From an optimization exercise on the open Yosys and OpenROAD flow, aimed at a short achievable clock period and few clock cycles; shortcuts taken in it are not production practice.
Function was checked by simulation only, so behaviour that the tests miss may differ from the original.
Power and IR drop assume default switching activity.

==> design.v <==
module register_file(
    input clk,
    input rst_n,
    input [3:0] addr,
    input high_b,
    input [7:0] d_in,
    input write_en,
    output [7:0] q_out
);
reg [15:0] regfile [15:0];
integer i;
assign q_out = high_b ? regfile[addr][15:8] : regfile[addr][7:0];
always @(posedge clk or negedge rst_n) begin
    if (!rst_n) begin
        for (i = 0; i < 16; i = i + 1)
            regfile[i] <= 16'h0000;
    end else if (write_en) begin
        if (high_b)
            regfile[addr][15:8] <= d_in;
        else
            regfile[addr][7:0] <= d_in;
    end
end
endmodule
module programcounter (
    input clk,
    input rst,
    input pc_inc,
    input pc_load,
    input [15:0] d_in,
    output reg [15:0] pc
);
    always @(posedge clk or posedge rst) begin
        if (rst) begin
            pc <= 16'h0;
        end else begin
        if(pc_inc) begin
            pc <= pc + 16'h1;
        end
        else if(pc_load)begin
            pc <= d_in;
        end
    end
    end
endmodule
module resourcehandler(
    input [7:0] d_in,
    input [7:0] reg_data,
    input reg_passthrough,
    input clk,
    input rst,
    input [3:0] reg_addr_write,
    input [3:0] reg_addr_read,
    output reg [7:0] reg_in
);
always @(posedge clk or posedge rst) begin
    if (rst) begin
        reg_in <= 8'h00;
    end else if (reg_passthrough) begin
        reg_in <= d_in;
    end
end
endmodule
module alu (
    input [7:0] a,
    input [7:0] b,
    input [3:0] op,
    output reg [7:0] out,
    output reg z_flag,
    output reg c_flag,
    output reg n_flag
);
    reg [8:0] tmp_result;
    always @(*) begin
        tmp_result = 9'b0;
        out = a;
        c_flag = 1'b0;
        z_flag = 1'b0;
        n_flag = 1'b0;
        case (op)
        4'b0000: begin   
             tmp_result = a+b;
             out = tmp_result[7:0];
             c_flag =tmp_result[8];
             case(out)
             0: begin
                z_flag=1;
             end
             endcase
        end
        4'b0001: begin   
            out = a-b;
            c_flag = (a<b);
            case(out)
            0: begin
                z_flag = 1;
            end
            endcase
        end
        4'b0010: begin   
            tmp_result = a+1;
            out = tmp_result[7:0];
            c_flag = tmp_result[8];
        end
        4'b0011: begin  
            out = a-1;
            c_flag = (a<1);
            case(out)
            0: begin
                z_flag = 1;
            end
            endcase
        end
        4'b0100: begin  
            out= a&b;
        end
        4'b0101: begin  
            out= a|b;
        end
        4'b0110: begin  
            out = a^b;
        end
        4'b0111: begin  
            out = ~a;
        end
        4'b1000: begin  
            c_flag = a[7];
            out = a<<1;
        end
        4'b1001: begin  
            c_flag = a[0];
            out = a>>1;
        end
        4'b1010: begin  
            out = {a[6:0], a[7]};
            c_flag = a[7];
        end
        4'b1011:begin 
            out = a;
            z_flag = (a==b);
            c_flag = (a>b);
            n_flag = (a<b);
        end
        4'b1100: begin  
            out= a;
        end
        4'b1101: begin  
            out = 0;
        end
        4'b1110: begin  
        end
        endcase
    end
endmodule
module controlunit (
    input             clk,
    input             rst,
    input      [7:0]  rom_data,
    output reg        pc_inc,
    output reg        pc_load,
    output     [15:0] pc_d,
    output reg [3:0]  rf_addr,
    output reg        rf_high,
    output reg        rf_we,
    output reg [7:0]  rf_din,
    input      [7:0]  rf_q,
    output reg        tmp_load,
    input      [7:0]  tmp,
    output     [3:0]  alu_op,
    input      [7:0]  alu_out,
    input             alu_z,
    input             alu_c,
    input             alu_n,
    output     [15:0] ram_addr,
    output     [7:0]  ram_wdata,
    output reg        ram_we,
    input      [7:0]  ram_rdata,
    output            halted
);
    localparam S_FETCH  = 3'd0,
               S_DECODE = 3'd1,
               S_B1     = 3'd2,
               S_B2     = 3'd3,
               S_B3     = 3'd4,
               S_EXEC   = 3'd5,
               S_EXEC2  = 3'd6,
               S_HALT   = 3'd7;
    reg [2:0] state;
    reg [7:0] ir, b1, b2, b3;
    reg       fz, fc, fn;
    wire is_mvi   = (ir == 8'h01);
    wire is_mov   = (ir == 8'h02);
    wire is_mvib  = (ir == 8'h03);
    wire is_load  = (ir == 8'h04);
    wire is_store = (ir == 8'h05);
    wire is_jmp   = (ir >= 8'h06) && (ir <= 8'h0B);
    wire is_alu   = (ir[7:4] == 4'h1) && (ir[3:0] <= 4'hD);
    wire four_byte = is_mvib | is_load | is_store;
    wire rom_multi = ((rom_data >= 8'h01) && (rom_data <= 8'h0B)) ||
                     ((rom_data[7:4] == 4'h1) && (rom_data[3:0] <= 4'hD));
    reg take;
    always @(*) begin
        case (ir[3:0])
            4'h6:    take = 1'b1;
            4'h7:    take = fz;
            4'h8:    take = ~fz;
            4'h9:    take = fc;
            4'hA:    take = ~fc;
            4'hB:    take = fn;
            default: take = 1'b0;
        endcase
    end
    assign alu_op    = ir[3:0];
    assign pc_d      = {b2, b1};
    assign ram_addr  = is_store ? {b2, b1} : {b3, b2};
    assign ram_wdata = rf_q;
    assign halted    = (state == S_HALT);
    always @(*) begin
        pc_inc   = 1'b0;
        pc_load  = 1'b0;
        rf_addr  = b1[3:0];
        rf_high  = b1[4];
        rf_we    = 1'b0;
        rf_din   = b2;
        tmp_load = 1'b0;
        ram_we   = 1'b0;
        case (state)
            S_FETCH, S_B1, S_B2, S_B3: pc_inc = 1'b1;
            S_EXEC: begin
                if (is_mvi) begin
                    rf_we = 1'b1;
                end else if (is_mvib) begin
                    rf_we   = 1'b1;
                    rf_high = 1'b0;
                end else if (is_mov | is_alu) begin
                    rf_addr  = b2[3:0];
                    rf_high  = b2[4];
                    tmp_load = 1'b1;
                end else if (is_load) begin
                    rf_we  = 1'b1;
                    rf_din = ram_rdata;
                end else if (is_store) begin
                    rf_addr = b3[3:0];
                    rf_high = b3[4];
                    ram_we  = 1'b1;
                end else if (is_jmp) begin
                    pc_load = take;
                end
            end
            S_EXEC2: begin
                if (is_mvib) begin
                    rf_we   = 1'b1;
                    rf_high = 1'b1;
                    rf_din  = b3;
                end else if (is_mov) begin
                    rf_we  = 1'b1;
                    rf_din = tmp;
                end else if (is_alu) begin
                    rf_we  = 1'b1;
                    rf_din = alu_out;
                end
            end
            default: ;
        endcase
    end
    always @(posedge clk or posedge rst) begin
        if (rst) begin
            state <= S_FETCH;
            ir <= 8'h00;
            b1 <= 8'h00;
            b2 <= 8'h00;
            b3 <= 8'h00;
            fz <= 1'b0;
            fc <= 1'b0;
            fn <= 1'b0;
        end else begin
            case (state)
                S_FETCH: ir <= rom_data;
                S_B1:    b1 <= rom_data;
                S_B2:    b2 <= rom_data;
                S_B3:    b3 <= rom_data;
                default: ;
            endcase
            case (state)
                S_FETCH: begin
                    if (rom_data == 8'hFF)
                        state <= S_HALT;
                    else if (rom_multi)
                        state <= S_DECODE;
                    else
                        state <= S_FETCH;
                end
                S_DECODE: state <= S_B1;
                S_B1:     state <= S_B2;
                S_B2:     state <= four_byte ? S_B3 : S_EXEC;
                S_B3:     state <= S_EXEC;
                S_EXEC:   state <= (is_mvib | is_mov | is_alu) ? S_EXEC2 : S_FETCH;
                S_EXEC2: begin
                    if (is_alu) begin
                        fz <= alu_z;
                        fc <= alu_c;
                        fn <= alu_n;
                    end
                    state <= S_FETCH;
                end
                default:  state <= S_HALT;
            endcase
        end
    end
endmodule
module mnpk01 (
    input         clk,
    input         rst,
    output [15:0] rom_addr,
    input  [7:0]  rom_data,
    output [15:0] ram_addr,
    output [7:0]  ram_wdata,
    output        ram_we,
    input  [7:0]  ram_rdata,
    output        halted
);
    wire        pc_inc, pc_load;
    wire [15:0] pc_d, pc;
    wire [3:0]  rf_addr;
    wire        rf_high, rf_we;
    wire [7:0]  rf_din, rf_q;
    wire        tmp_load;
    wire [7:0]  tmp;
    wire [3:0]  alu_op;
    wire [7:0]  alu_out;
    wire        alu_z, alu_c, alu_n;
    assign rom_addr = pc;
    programcounter u_pc (
        .clk(clk), .rst(rst), .pc_inc(pc_inc), .pc_load(pc_load),
        .d_in(pc_d), .pc(pc)
    );
    register_file u_rf (
        .clk(clk), .rst_n(~rst), .addr(rf_addr), .high_b(rf_high),
        .d_in(rf_din), .write_en(rf_we), .q_out(rf_q)
    );
    resourcehandler u_rh (
        .d_in(rf_q), .reg_data(8'h00), .reg_passthrough(tmp_load),
        .clk(clk), .rst(rst), .reg_addr_write(4'h0), .reg_addr_read(4'h0),
        .reg_in(tmp)
    );
    alu u_alu (
        .a(rf_q), .b(tmp), .op(alu_op), .out(alu_out),
        .z_flag(alu_z), .c_flag(alu_c), .n_flag(alu_n)
    );
    controlunit u_cu (
        .clk(clk), .rst(rst), .rom_data(rom_data),
        .pc_inc(pc_inc), .pc_load(pc_load), .pc_d(pc_d),
        .rf_addr(rf_addr), .rf_high(rf_high), .rf_we(rf_we), .rf_din(rf_din),
        .rf_q(rf_q), .tmp_load(tmp_load), .tmp(tmp),
        .alu_op(alu_op), .alu_out(alu_out),
        .alu_z(alu_z), .alu_c(alu_c), .alu_n(alu_n),
        .ram_addr(ram_addr), .ram_wdata(ram_wdata), .ram_we(ram_we),
        .ram_rdata(ram_rdata), .halted(halted)
    );
endmodule
==> run.sh <==
#!/bin/bash
# synth_recipe.tcl (not shown) runs the flow's synth.tcl, then flattens the netlist and writes it again
# the make line also repeats each setting of config.mk as NAME=value (left out here)
make -C /OpenROAD-flow-scripts/flow DESIGN_CONFIG=/design/flow/config.mk WORK_HOME=/design/flow/orfs CLKGATE_MAP_FILE= SYNTH_SCRIPT=/design/flow/synth_recipe.tcl finish
==> config.mk <==
export PLATFORM = sky130hd
export DESIGN_NAME = mnpk01
export DESIGN_NICKNAME = mnpk01
export VERILOG_FILES = /design/flow/design.v
export SDC_FILE = /design/flow/constraint.sdc
export NUM_CORES = 4
export LEC_CHECK = 0
export CAP_MARGIN = 20
export CORE_MARGIN = 2
export CORE_UTILIZATION = 40
export SLEW_MARGIN = 20
==> constraint.sdc <==
create_clock -name core_clock -period 9.0 [get_ports {clk}]
set_input_delay 1.8000 -clock core_clock [delete_from_list [all_inputs] [get_ports {clk}]]
set_output_delay 1.8000 -clock core_clock [all_outputs]
set_load 0.01 [all_outputs]
==> notes.md <==
For this run, the number of Yosys warnings is 6. The run gives 0 as the final setup violation count. Total global-route track usage: 0.290. Across all layers, the routed design uses 16628 vias. After layout, the worst setup slack is 1210 ps. For this design the total switching power over the nets is 720 uW. The later pin in the worst-skew pair is clocked with a latency of 570 ps. TritonCTS built the clock tree. The count of flip-flops with a built-in enable after synthesis works out to 0. The count of endpoints failing hold in the final timing report is 0, and the number of filler instances in the final layout is 4229.

The run gives 2093 as the number of DRC markers in iteration 0. The run gives 472 ps as the tightest hold margin. The wire-length estimate of the detail-placed layout is 47500 um. The logs give 0 for the total of cells resized after clock tree synthesis and 183 for the maximum number of pins on one net before global-route repair. Die outline height: 217 um. The final critical-path required period was 7790 ps; the TritonCTS buffer count was 37.

The final layout contains 2035 nets. The logs give 0.254 for the headroom to the max-slew limit and 20800 um2 for the cell area after layout. Leaving out fill and tap cells, the most frequent cell in the layout is sky130_fd_sc_hd__dfrtp_1.

The critical path ends at u_rf.regfile[11][7]. The sequential element share of the synthesized area came out at 0.440. The average instance in the mapped netlist occupies 9.32 um2.

Dividing the detail-routed via count by the number of cells gives 6.38. Clock skew on the completed layout was measured at 30.8 ps. Clock-pin slew was measured on the worst setup and hold paths at 60 ps. The worst hold path startpoint was u_rf.regfile[4][15].

In this run the post-CTS setup repair buffer count came out at 0. In the layout the commonest cells are sky130_fd_sc_hd__dfrtp_1 (318), sky130_fd_sc_hd__nor2_1 (251), sky130_fd_sc_hd__nand2_1 (192). The tools report the global placer's final weighted congestion as 0.987.

Along the worst path, the maximum fanout reaches 32. In this run the remaining antenna-violating nets after routing total 0. Share of flip-flops with an asynchronous set or reset: 1.00. The tools report the source of the critical timing path as u_cu.ir[3]. The run gives 16066 as the number of global-route vias before repair. The tree is rooted in a sky130_fd_sc_hd__clkbuf_16. The share of total power in the clock network was 0.510; the initial core utilization was 0.408.

Registers take 7960 um2. The die covers 47000 um2. The part of the power in registers is 0.462, and the transition time of the tightest slew-check pin is 1120 ps.

The run finished with no timing, DRC or antenna violations. The worst hold path belongs to the class flip-flop to flip-flop. The worst setup path is launched from a flip-flop. The share of the clock period used by the worst path after layout is 0.865, and the final antenna diode count is 0.

The number of flip-flops and latches in the synthesized netlist is 318, and the level count of the clock H-tree is 2. After floorplanning, the core was sized to cover 44400 um2. The count of different cell masters after synthesis is 87, and the synthesized netlist net count is 1990. The logs give 0 for the number of violations of the max-capacitance limit and 0 ps for the final setup TNS.

The worst setup path is captured at a flip-flop. The design draws 3.11 mW. The initial antenna violation count came out at 1. The depth of the worst register-to-register path was 23.

The fraction of layout instances using a drive strength above 1 came out at 0.161. In this run the cell area of the synthesized design comes to 18100 um2. For the deepest clock path buffer count, the log shows 3. For this run the aggregate overflow at the end of global routing stands at 0.

The logs give 77 for the row count and 2.39 mW for the internal power. Required time at the worst-slack endpoint: 9410 ps. The worst-case vdd ir drop came out at 0.143 mV.

The run gives 0 as the final max-slew violation count. The maximum frequency from static timing analysis is 128 MHz, and the iteration count of the initial detailed-routing pass is 6. The routed length per instance works out to 26.3 um. The horizontal die dimension came out at 217 um.

The fraction of power consumed by combinational cells is 0.028. The switching portion of total power came out at 0.232. The endpoint identified for the worst register-to-register timing path is u_rf.regfile[11][7]. The post-route DRC violation count came out at 0. In this run the static leakage power is 8.51 nW.

At the worst endpoint, the arrival time is 8190 ps. Setup repair after global routing left no endpoint under its margin. Port buffering added 59 buffers. Among all flip-flop cells after synthesis, the most frequent one is sky130_fd_sc_hd__dfrtp_1.

For the total area of multi-input combinational cells, the log shows 9480 um2. Wires add up to 68500 um. The first global-routing pass estimated 104000 um of wire. For this design the ratio of total power to cell area is 149 nW/um2. The post-detailed-placement cell area is 19500 um2, and the synthesized instance count is 1942. Pin placement for this block handled 60 I/O pins. The placement-stage worst setup slack was 1500 ps. The startpoint of the most critical register-to-register path was u_cu.ir[3]. Hold repair after CTS inserted 0 buffers. From synthesis to final layout, the design area changed by 15.1%. The worst setup path is of the flip-flop to flip-flop kind.

The internal reg-to-reg setup slack was 1210 ps; the clock net sink count was 318.
==> Yosys cell counts, drive strengths merged, types with 19 or more instances <==
library cell | number | area share
nand4 | 21 | 0.0076
a21oi | 142 | 0.040
a22oi | 27 | 0.011
nor3 | 24 | 0.0066
mux2i | 26 | 0.014
clkbuf | 62 | 0.013
nand2 | 193 | 0.040
o31ai | 51 | 0.024
dfrtp | 318 | 0.44
a221oi | 20 | 0.0097
mux2 | 148 | 0.092
ha | 28 | 0.019
nor2 | 255 | 0.053
buf | 66 | 0.020
a211oi | 19 | 0.0093
o21ai | 110 | 0.030
inv | 46 | 0.0095
a31oi | 49 | 0.017
nand3 | 65 | 0.018
==> sequential cells by signal, indices dropped and copies added (netlist names) <==
| register | flops |
|---|---|
| u_cu.fc | 1 |
| u_cu.b1 | 8 |
| u_cu.b2 | 8 |
| u_rh.reg_in | 8 |
| u_rf.regfile | 256 |
| u_cu.b3 | 8 |
| u_cu.fn | 1 |
| u_cu.state | 3 |
| u_pc.pc | 16 |
| u_cu.ir | 8 |
| u_cu.fz | 1 |
==> logic make-up after synthesis <==
kind of cell    Yosys count  synth area share
simple gates            639             0.157
fa+ha+maj                30            0.0216
compound gates          590             0.224
flops                   318             0.440
mux                     174             0.106
buf+inv                 174            0.0427
xor+xnor                 17           0.00823
==> area by class of cell <==
type	instances	share of cell area
Clock inverter	15	0.00967
Multi-Input combinational cell	1450	0.455
Sequential cell	318	0.382
Timing Repair Buffer	134	0.0588
Clock buffer	51	0.0504
Tap cell	592	0.0356
Inverter	46	0.00847
==> metrics by stage <==
stage          instances  utilization
2_1_floorplan       1942            -
5_1_grt             2606        0.469
3_5_place_dp        2539        0.440
4_1_cts             2605        0.468
6_report            2606        0.469
3_3_place_gp        2539        0.440
==> worst max-delay path: stages, from the launching register on <==
cell and delay, ps:
sky130_fd_sc_hd__dfrtp_1 460, sky130_fd_sc_hd__buf_4 270, sky130_fd_sc_hd__nor4bb_1 540, sky130_fd_sc_hd__a2111o_1 360, sky130_fd_sc_hd__a21oi_1 330, sky130_fd_sc_hd__nor2_4 660, sky130_fd_sc_hd__buf_12 290, sky130_fd_sc_hd__mux2i_1 440
sky130_fd_sc_hd__nor3_1 90, sky130_fd_sc_hd__or4_1 510, sky130_fd_sc_hd__o221ai_1 470, sky130_fd_sc_hd__nand2_1 100, sky130_fd_sc_hd__buf_4 230, sky130_fd_sc_hd__ha_1 390, sky130_fd_sc_hd__o21bai_1 100, sky130_fd_sc_hd__a21oi_1 410
sky130_fd_sc_hd__o21bai_1 110, sky130_fd_sc_hd__a21oi_1 200, sky130_fd_sc_hd__xnor2_1 130, sky130_fd_sc_hd__a221oi_1 440, sky130_fd_sc_hd__o221ai_1 270, sky130_fd_sc_hd__a211oi_4 240, sky130_fd_sc_hd__buf_4 400, sky130_fd_sc_hd__o31ai_1 150
==> power groups by stage <==
| stage | Sequential [mW] | Clock (mW) | Combinational (mW) |
|---|---|---|---|
| 6_report | 1.44 | 1.59 | 0.0881 |
| 5_1_grt | 1.44 | 1.66 | 0.0964 |
| 4_1_cts | 1.44 | 1.61 | 0.0880 |
| 3_5_place_dp | 1.46 | 0 | 0.0876 |
| 3_3_place_gp | 1.46 | 0 | 0.0873 |
| 2_1_floorplan | 1.46 | 0 | 0.0475 |
==> layer usage <==
layer  vias to the layer above  routed length [um]  GRT usage
met2                       942               30500      0.449
met3                       260                6040     0.0547
li1                       7275                   -          -
met5                         -                  13          0
met4                         2                4450      0.163
met1                      8149               27500      0.383
==> worst min-delay path by stage <==
stage / endpoint / slack, ps / cells after the start
2_1_floorplan: u_rf.regfile[1][1] / 440 / 2
3_3_place_gp: u_rf.regfile[5][15] / 460 / 2
3_5_place_dp: u_rf.regfile[4][15] / 460 / 2
4_1_cts: u_rf.regfile[4][15] / 480 / 2
5_1_grt: u_rf.regfile[4][15] / 490 / 2
6_report: u_rf.regfile[4][15] / 470 / 2
Testbench counts, summed over its fixed seeds: cycles 83,636.

==> static timing again, ports no longer ideal <==
How much do the figures lean on ideal ports? The routed layout below was timed once more, with nothing changed but the port constraints.
Step 1, drivers: a clkbuf_16 drives clk and a buf_2 each remaining input, both assumed.
Step 2 also shifts input and output timing later by t, the mid clock arrival at the registers, as if the neighbouring blocks saw the same clock.
Slacks: no drivers / after step 1 / after step 2; pairs: no drivers / after step 1.
t, ns: 0.613
slack for setup (ns): 1.214 / 1.214 / 1.214
worst hold slack (ns): 0.472 / 0.472 / 0.472
latest minus earliest clock arrival (ns): 0.031 / 0.031
After both steps setup and hold are still met in this run. The setup slack of this run moves by 0.000 ns with the drivers and by 0.000 ns with both steps.
